This design comes from an exercise in tuning for small area and a short achievable clock period on the open sky130 flow, not from production work. Where RTL was checked, it was by simulation tests only, not by an equivalence proof against the original.

Setup of P:
==> module adler32, before the edit <==
module adler32 (
  input         rst_n, clk,
  input         size_valid,
  input  [31:0] size,
  input         data_start,
  input  [ 7:0] data,
  output        checksum_valid,
  output [31:0] checksum
);
  wire busy, in_data, first, last_data;
  controller ctl( rst_n, clk, size_valid, data_start,
    last_data, checksum_valid, busy, in_data, first );
  datapath datap( clk, size, busy, data, in_data, first, last_data, checksum );
endmodule
==> module controller, before the edit <==
module controller (
  input      rst_n, clk,
  input      size_valid,
  input      data_start,
  input      last_data,
  output reg checksum_valid,
  output     busy,
  output reg in_data,
  output reg first
);
  reg wait_ds;
  wire idle  = ~(wait_ds | in_data | checksum_valid);
  wire go    = idle & size_valid;
  wire start = ( go | wait_ds ) & data_start;
  assign busy = wait_ds | in_data;
  always @( posedge clk ) begin
    wait_ds        <= rst_n & ( go & ~data_start | wait_ds & ~data_start );
    in_data        <= rst_n & ( start | in_data & ~last_data );
    first          <= rst_n & start;
    checksum_valid <= rst_n & in_data & last_data;
  end
endmodule
==> module datapath, before the edit <==
module datapath (
  input         clk,
  input  [31:0] size,
  input         busy,
  input  [ 7:0] data,
  input         in_data,
  input         first,
  output        last_data,
  output [31:0] checksum
);
  reg  [15:0] A, B;
  reg  [31:0] size_cnt;
  wire [15:0] Ae = first ? 16'd1 : A;
  wire [15:0] Be = first ? 16'd0 : B;
  assign checksum  = { B, A };
  assign last_data = ( size_cnt == 32'h00000001 );
  always @( posedge clk )
    size_cnt <= busy ? size_cnt - in_data : size;
  wire [15:0] nA;
  modadd8 addA ( Ae, data, nA );
  wire [7:0] al = Ae[7:0], bl = Be[7:0];
  wire [7:0] x1 = al ^ bl, g1 = al & bl;
  wire [7:0] s1 = x1 ^ data;                      
  wire [8:0] c1 = { g1 | ( x1 & data ), 1'b0 };
  wire [9:0] Z0, Z1, Z2;
  csadd #( 8'd0  ) z0 ( s1, c1, Z0 );
  csadd #( 8'd15 ) z1 ( s1, c1, Z1 );
  csadd #( 8'd30 ) z2 ( s1, c1, Z2 );
  wire [9:0] S0 = Ae[15:8] + Be[15:8];
  wire [9:0] S1 = S0 + 10'd1;
  wire [9:0] S2 = S0 + 10'd2;
  wire [9:0] S3 = S0 + 10'd3;
  wire [3:0] f1 = { S3[9] | S3[8], S2[9] | S2[8], S1[9] | S1[8], S0[9] | S0[8] };
  wire [3:0] f2 = { S3[9], S2[9], S1[9], S0[9] };
  wire       ge1 = f1[Z1[9:8]];
  wire       ge2 = f2[Z2[9:8]];
  wire [1:0] q  = ge2 ? Z2[9:8] : ge1 ? Z1[9:8] : Z0[9:8];
  wire [7:0] lo = ge2 ? Z2[7:0] : ge1 ? Z1[7:0] : Z0[7:0];
  wire [7:0] hi = q[1] ? ( q[0] ? S3[7:0] : S2[7:0] ) : ( q[0] ? S1[7:0] : S0[7:0] );
  wire [15:0] nB = { hi, lo };
  always @( posedge clk ) begin
    A <= nA;
    B <= nB;
  end
endmodule
Settings: LEC_CHECK=0, ABC_AREA=1, CAP_MARGIN=20, CORE_MARGIN=2, CORE_UTILIZATION=40, SETUP_SLACK_MARGIN=3.0, SLEW_MARGIN=20; clock period 6.5 ns.
standard.sh (not shown) runs the stock make flow with config.mk's settings and CLKGATE_MAP_FILE= SYNTH_SCRIPT=/design/flow/synth_recipe.tcl, a recipe that flattens the netlist after the stock synthesis.
==> flow/flow/run.sh <==
#!/bin/bash
# The standard ORFS layout with two changes:
#  - Yosys's full/half-adder extraction is off (ADDER_MAP_FILE empty), so
#    ABC maps all of the arithmetic itself;
#  - ports are buffered with buf_2 instead of the default delay buffer.
set -u
export ADDER_MAP_FILE=
export BUFFER_PORTS_ARGS="-buffer_cell sky130_fd_sc_hd__buf_2"
bash standard.sh > standard.log 2>&1
Relative to P, the following input files were edited for Q:
--- a/flow/design.v
+++ b/flow/design.v
@@ -5,66 +5,60 @@
   input         data_start,
   input  [ 7:0] data,
   output        checksum_valid,
   output [31:0] checksum
 );
-  wire busy, in_data, first, last_data;
+  wire busy, in_data, last_data;
   controller ctl( rst_n, clk, size_valid, data_start,
-    last_data, checksum_valid, busy, in_data, first );
-  datapath datap( clk, size, busy, data, in_data, first, last_data, checksum );
+    last_data, checksum_valid, busy, in_data );
+  datapath datap( clk, size, busy, data, in_data, last_data, checksum );
 endmodule
 module controller (
   input      rst_n, clk,
   input      size_valid,
   input      data_start,
   input      last_data,
   output reg checksum_valid,
   output     busy,
-  output reg in_data,
-  output reg first
+  output reg in_data
 );
   reg wait_ds;
-  wire idle  = ~(wait_ds | in_data | checksum_valid);
-  wire go    = idle & size_valid;
-  wire start = ( go | wait_ds ) & data_start;
+  wire idle = ~(wait_ds | in_data | checksum_valid);
+  wire go   = idle & size_valid;
   assign busy = wait_ds | in_data;
   always @( posedge clk ) begin
     wait_ds        <= rst_n & ( go & ~data_start | wait_ds & ~data_start );
-    in_data        <= rst_n & ( start | in_data & ~last_data );
-    first          <= rst_n & start;
+    in_data        <= rst_n & ( ( go | wait_ds ) & data_start | in_data & ~last_data );
     checksum_valid <= rst_n & in_data & last_data;
   end
 endmodule
 module datapath (
   input         clk,
   input  [31:0] size,
   input         busy,
   input  [ 7:0] data,
   input         in_data,
-  input         first,
   output        last_data,
   output [31:0] checksum
 );
   reg  [15:0] A, B;
   reg  [31:0] size_cnt;
-  wire [15:0] Ae = first ? 16'd1 : A;
-  wire [15:0] Be = first ? 16'd0 : B;
   assign checksum  = { B, A };
   assign last_data = ( size_cnt == 32'h00000001 );
   always @( posedge clk )
     size_cnt <= busy ? size_cnt - in_data : size;
   wire [15:0] nA;
-  modadd8 addA ( Ae, data, nA );
-  wire [7:0] al = Ae[7:0], bl = Be[7:0];
+  modadd8 addA ( A, data, nA );
+  wire [7:0] al = A[7:0], bl = B[7:0];
   wire [7:0] x1 = al ^ bl, g1 = al & bl;
   wire [7:0] s1 = x1 ^ data;                      
   wire [8:0] c1 = { g1 | ( x1 & data ), 1'b0 };
   wire [9:0] Z0, Z1, Z2;
   csadd #( 8'd0  ) z0 ( s1, c1, Z0 );
   csadd #( 8'd15 ) z1 ( s1, c1, Z1 );
   csadd #( 8'd30 ) z2 ( s1, c1, Z2 );
-  wire [9:0] S0 = Ae[15:8] + Be[15:8];
+  wire [9:0] S0 = A[15:8] + B[15:8];
   wire [9:0] S1 = S0 + 10'd1;
   wire [9:0] S2 = S0 + 10'd2;
   wire [9:0] S3 = S0 + 10'd3;
   wire [3:0] f1 = { S3[9] | S3[8], S2[9] | S2[8], S1[9] | S1[8], S0[9] | S0[8] };
   wire [3:0] f2 = { S3[9], S2[9], S1[9], S0[9] };
@@ -73,12 +67,12 @@
   wire [1:0] q  = ge2 ? Z2[9:8] : ge1 ? Z1[9:8] : Z0[9:8];
   wire [7:0] lo = ge2 ? Z2[7:0] : ge1 ? Z1[7:0] : Z0[7:0];
   wire [7:0] hi = q[1] ? ( q[0] ? S3[7:0] : S2[7:0] ) : ( q[0] ? S1[7:0] : S0[7:0] );
   wire [15:0] nB = { hi, lo };
   always @( posedge clk ) begin
-    A <= nA;
-    B <= nB;
+    A <= in_data ? nA : 16'd1;
+    B <= in_data ? nB : 16'd0;
   end
 endmodule
 module csadd #( parameter [7:0] K = 8'd0 ) (
   input  [7:0] s,
   input  [8:0] c,
--- outcome ---
- Q reached the final stage; the timing, design-rule and antenna checks on its layout passed.
- Side by side, final cell count without fillers turned out lower in Q than in P.
- From P to Q the numbers moved as follows: post-cts resize count increased by 1 relative to the old numbers; design area decreased by about 1.2% relative to the old numbers; clock tree buffer count of the final layout increased by 4 relative to the old numbers; sequential cell count of the final layout decreased by 1.5% relative to the old numbers; fraction of the mapped netlist area in simple logic gates increased by 0.90 points relative to the old numbers.
- Q vs. P: final layout net count now smaller; required time of the critical path comparable; maximum number of pins on one net before global-route repair now smaller.
For P, only the layout was checked, not whether the RTL still works.

The RTL this note starts from:
==> flow/design.v <==
module adler32 (
  input         rst_n, clk,
  input         size_valid,
  input  [31:0] size,
  input         data_start,
  input  [ 7:0] data,
  output        checksum_valid,
  output [31:0] checksum
);
  wire busy, in_data, last_data;
  controller ctl( rst_n, clk, size_valid, data_start,
    last_data, checksum_valid, busy, in_data );
  datapath datap( clk, size, busy, data, in_data, last_data, checksum );
endmodule
module controller (
  input      rst_n, clk,
  input      size_valid,
  input      data_start,
  input      last_data,
  output reg checksum_valid,
  output     busy,
  output reg in_data
);
  reg wait_ds;
  wire idle = ~(wait_ds | in_data | checksum_valid);
  wire go   = idle & size_valid;
  assign busy = wait_ds | in_data;
  always @( posedge clk ) begin
    wait_ds        <= rst_n & ( go & ~data_start | wait_ds & ~data_start );
    in_data        <= rst_n & ( ( go | wait_ds ) & data_start | in_data & ~last_data );
    checksum_valid <= rst_n & in_data & last_data;
  end
endmodule
module datapath (
  input         clk,
  input  [31:0] size,
  input         busy,
  input  [ 7:0] data,
  input         in_data,
  output        last_data,
  output [31:0] checksum
);
  reg  [15:0] A, B;
  reg  [31:0] size_cnt;
  assign checksum  = { B, A };
  assign last_data = ( size_cnt == 32'h00000001 );
  always @( posedge clk )
    size_cnt <= busy ? size_cnt - in_data : size;
  wire [15:0] nA;
  modadd8 addA ( A, data, nA );
  wire [7:0] al = A[7:0], bl = B[7:0];
  wire [7:0] x1 = al ^ bl, g1 = al & bl;
  wire [7:0] s1 = x1 ^ data;                      
  wire [8:0] c1 = { g1 | ( x1 & data ), 1'b0 };
  wire [9:0] Z0, Z1, Z2;
  csadd #( 8'd0  ) z0 ( s1, c1, Z0 );
  csadd #( 8'd15 ) z1 ( s1, c1, Z1 );
  csadd #( 8'd30 ) z2 ( s1, c1, Z2 );
  wire [9:0] S0 = A[15:8] + B[15:8];
  wire [9:0] S1 = S0 + 10'd1;
  wire [9:0] S2 = S0 + 10'd2;
  wire [9:0] S3 = S0 + 10'd3;
  wire [3:0] f1 = { S3[9] | S3[8], S2[9] | S2[8], S1[9] | S1[8], S0[9] | S0[8] };
  wire [3:0] f2 = { S3[9], S2[9], S1[9], S0[9] };
  wire       ge1 = f1[Z1[9:8]];
  wire       ge2 = f2[Z2[9:8]];
  wire [1:0] q  = ge2 ? Z2[9:8] : ge1 ? Z1[9:8] : Z0[9:8];
  wire [7:0] lo = ge2 ? Z2[7:0] : ge1 ? Z1[7:0] : Z0[7:0];
  wire [7:0] hi = q[1] ? ( q[0] ? S3[7:0] : S2[7:0] ) : ( q[0] ? S1[7:0] : S0[7:0] );
  wire [15:0] nB = { hi, lo };
  always @( posedge clk ) begin
    A <= in_data ? nA : 16'd1;
    B <= in_data ? nB : 16'd0;
  end
endmodule
module csadd #( parameter [7:0] K = 8'd0 ) (
  input  [7:0] s,
  input  [8:0] c,
  output [9:0] z
);
  wire [8:0] s2 = { c[8], s ^ c[7:0] ^ K };
  wire [9:0] c2 = { c[8] & 1'b0, ( s & c[7:0] ) | ( ( s | c[7:0] ) & K ), 1'b0 };
  wire [9:0] zz;
  ks #(9) add ( s2, c2[8:0], 1'b0, zz );
  assign z = zz;
endmodule
module modadd8 (
  input  [15:0] x,
  input  [ 7:0] d,
  output [15:0] y
);
  wire [9:0] lo, s15;
  ks #(8) add_lo ( x[7:0], d, 1'b0, lo );
  wire [7:0] cs_s = x[7:0] ^ d ^ 8'h0f;
  wire [8:0] cs_c = { ( x[7:0] & d ) | ( ( x[7:0] | d ) & 8'h0f ), 1'b0 };
  ks #(9) add_15 ( { 1'b0, cs_s }, cs_c, 1'b0, s15 );
  wire       hff  = &x[15:8];
  wire       hfe  = ( x[15:8] == 8'hfe );
  wire       wrap = hff & ( s15[9] | s15[8] ) | hfe & s15[9];
  wire [7:0] hi1  = x[15:8] + 1'b1;
  wire [7:0] hi   = lo[8] ? hi1 : x[15:8];
  assign y = wrap ? { 8'h00, s15[7:0] } : { hi, lo[7:0] };
endmodule
module ks #( parameter W = 8 ) (
  input  [W-1:0] a, b,
  input          ci,
  output [9:0]   s
);
  localparam L = $clog2( W );
  wire [W-1:0] g [0:L];
  wire [W-1:0] p [0:L];
  assign g[0] = a & b;
  assign p[0] = a ^ b;
  genvar i, j;
  generate
    for( j = 0; j < L; j = j + 1 ) begin : lvl
      for( i = 0; i < W; i = i + 1 ) begin : bt
        if( i >= ( 1 << j ) ) begin : mrg
          assign g[j+1][i] = g[j][i] | p[j][i] & g[j][i-(1<<j)];
          assign p[j+1][i] = p[j][i] & p[j][i-(1<<j)];
        end else begin : pas
          assign g[j+1][i] = g[j][i];
          assign p[j+1][i] = p[j][i];
        end
      end
    end
  endgenerate
  wire [W:0] c = { g[L] | p[L] & { W{ci} }, ci };
  wire [W:0] r = { c[W], p[0] ^ c[W-1:0] };
  assign s = r;
endmodule
clock: 6.5 ns
lec_check: 0
abc_area: 1
cap_margin: 20
core_margin: 2
core_utilization: 40
setup_slack_margin: 3.0
slew_margin: 20
Scripts as last shown in full above: flow/flow/run.sh
Change:
--- a/flow/design.v
+++ b/flow/design.v
@@ -54,22 +54,35 @@
   wire [8:0] c1 = { g1 | ( x1 & data ), 1'b0 };
   wire [9:0] Z0, Z1, Z2;
   csadd #( 8'd0  ) z0 ( s1, c1, Z0 );
   csadd #( 8'd15 ) z1 ( s1, c1, Z1 );
   csadd #( 8'd30 ) z2 ( s1, c1, Z2 );
-  wire [9:0] S0 = A[15:8] + B[15:8];
-  wire [9:0] S1 = S0 + 10'd1;
-  wire [9:0] S2 = S0 + 10'd2;
-  wire [9:0] S3 = S0 + 10'd3;
-  wire [3:0] f1 = { S3[9] | S3[8], S2[9] | S2[8], S1[9] | S1[8], S0[9] | S0[8] };
-  wire [3:0] f2 = { S3[9], S2[9], S1[9], S0[9] };
-  wire       ge1 = f1[Z1[9:8]];
-  wire       ge2 = f2[Z2[9:8]];
-  wire [1:0] q  = ge2 ? Z2[9:8] : ge1 ? Z1[9:8] : Z0[9:8];
-  wire [7:0] lo = ge2 ? Z2[7:0] : ge1 ? Z1[7:0] : Z0[7:0];
-  wire [7:0] hi = q[1] ? ( q[0] ? S3[7:0] : S2[7:0] ) : ( q[0] ? S1[7:0] : S0[7:0] );
-  wire [15:0] nB = { hi, lo };
+  wire [9:0] S0, S1, S2, S3;
+  ks #(8) hs0 ( A[15:8], B[15:8], 1'b0, S0 );
+  ks #(8) hs1 ( A[15:8], B[15:8], 1'b1, S1 );
+  wire [7:0] x2 = A[15:8] ^ B[15:8] ^ 8'h02;
+  wire [8:0] c2 = { ( A[15:8] & B[15:8] ) | ( ( A[15:8] | B[15:8] ) & 8'h02 ), 1'b0 };
+  ks #(9) hs2 ( { 1'b0, x2 }, c2, 1'b0, S2 );
+  ks #(9) hs3 ( { 1'b0, x2 }, c2, 1'b1, S3 );
+  function [9:0] pick;
+    input [1:0] q;
+    input [9:0] a0, a1, a2, a3;
+    case( q )
+      2'd0: pick = a0;
+      2'd1: pick = a1;
+      2'd2: pick = a2;
+      default: pick = a3;
+    endcase
+  endfunction
+  wire [9:0] H0 = pick( Z0[9:8], S0, S1, S2, S3 );
+  wire [9:0] H1 = pick( Z1[9:8], S0, S1, S2, S3 );
+  wire [9:0] H2 = pick( Z2[9:8], S0, S1, S2, S3 );
+  wire       ge2 = H2[9];
+  wire       ge1 = H1[9] | H1[8];
+  wire [15:0] nB = ge2 ? { H2[7:0], Z2[7:0] } :
+                   ge1 ? { H1[7:0], Z1[7:0] } :
+                         { H0[7:0], Z0[7:0] };
   always @( posedge clk ) begin
     A <= in_data ? nA : 16'd1;
     B <= in_data ? nB : 16'd0;
   end
 endmodule
Outcome: Synthesized cell count grows by about 12%. Via count increases by 8.3%. Count of clock-buffer cells in the layout decreases by 4. Area after synthesis increases by about 7%. Routed wire length went up by 14%. Worst hold slack loses 0.0085 ns. Final area rises by about 3.4%. Non-clock buffer count came out lower by 12. Worst setup slack improved by 0.026 ns. Die area came out higher by 6.4%. Global-route usage climbs by 1.2 points.
No functional check of the RTL was part of any run of this note.

separate check: timing with driven ports:
No port has a modelled driver above. Below, the same layouts with a new extraction and two added sets of constraints. Step 1 assumes that a clkbuf_16 drives the clock port and a buf_2 every other input. Step 2 also shifts input and output timing later by t, the mid clock arrival at the registers, as if the neighbouring blocks saw the same clock. Three values: ideal, step 1, step 2; two values: the first two.
| run | t (ns) | setup WS [ns] | worst register clock-pin slew, ns | worst slew at a driven data input, ns |
|---|---|---|---|---|
| P | 0.377 | 3.160 / 3.179 / 2.802 | 0.06 / 0.06 | 0.04 |
| Q | 0.374 | 3.171 / 3.191 / 2.817 | 0.06 / 0.06 | 0.03 |
| the first run of note 2 | 0.374 | 3.171 / 3.191 / 2.817 | 0.06 / 0.06 | 0.03 |
| the second run of note 2 | 0.388 | 3.197 / 3.214 / 2.826 | 0.07 / 0.07 | 0.04 |
After both steps every run listed still meets setup and hold. The setup slack of the second run of note 2, which loses most, moves by +0.017 ns with the drivers and by -0.371 ns with both steps.
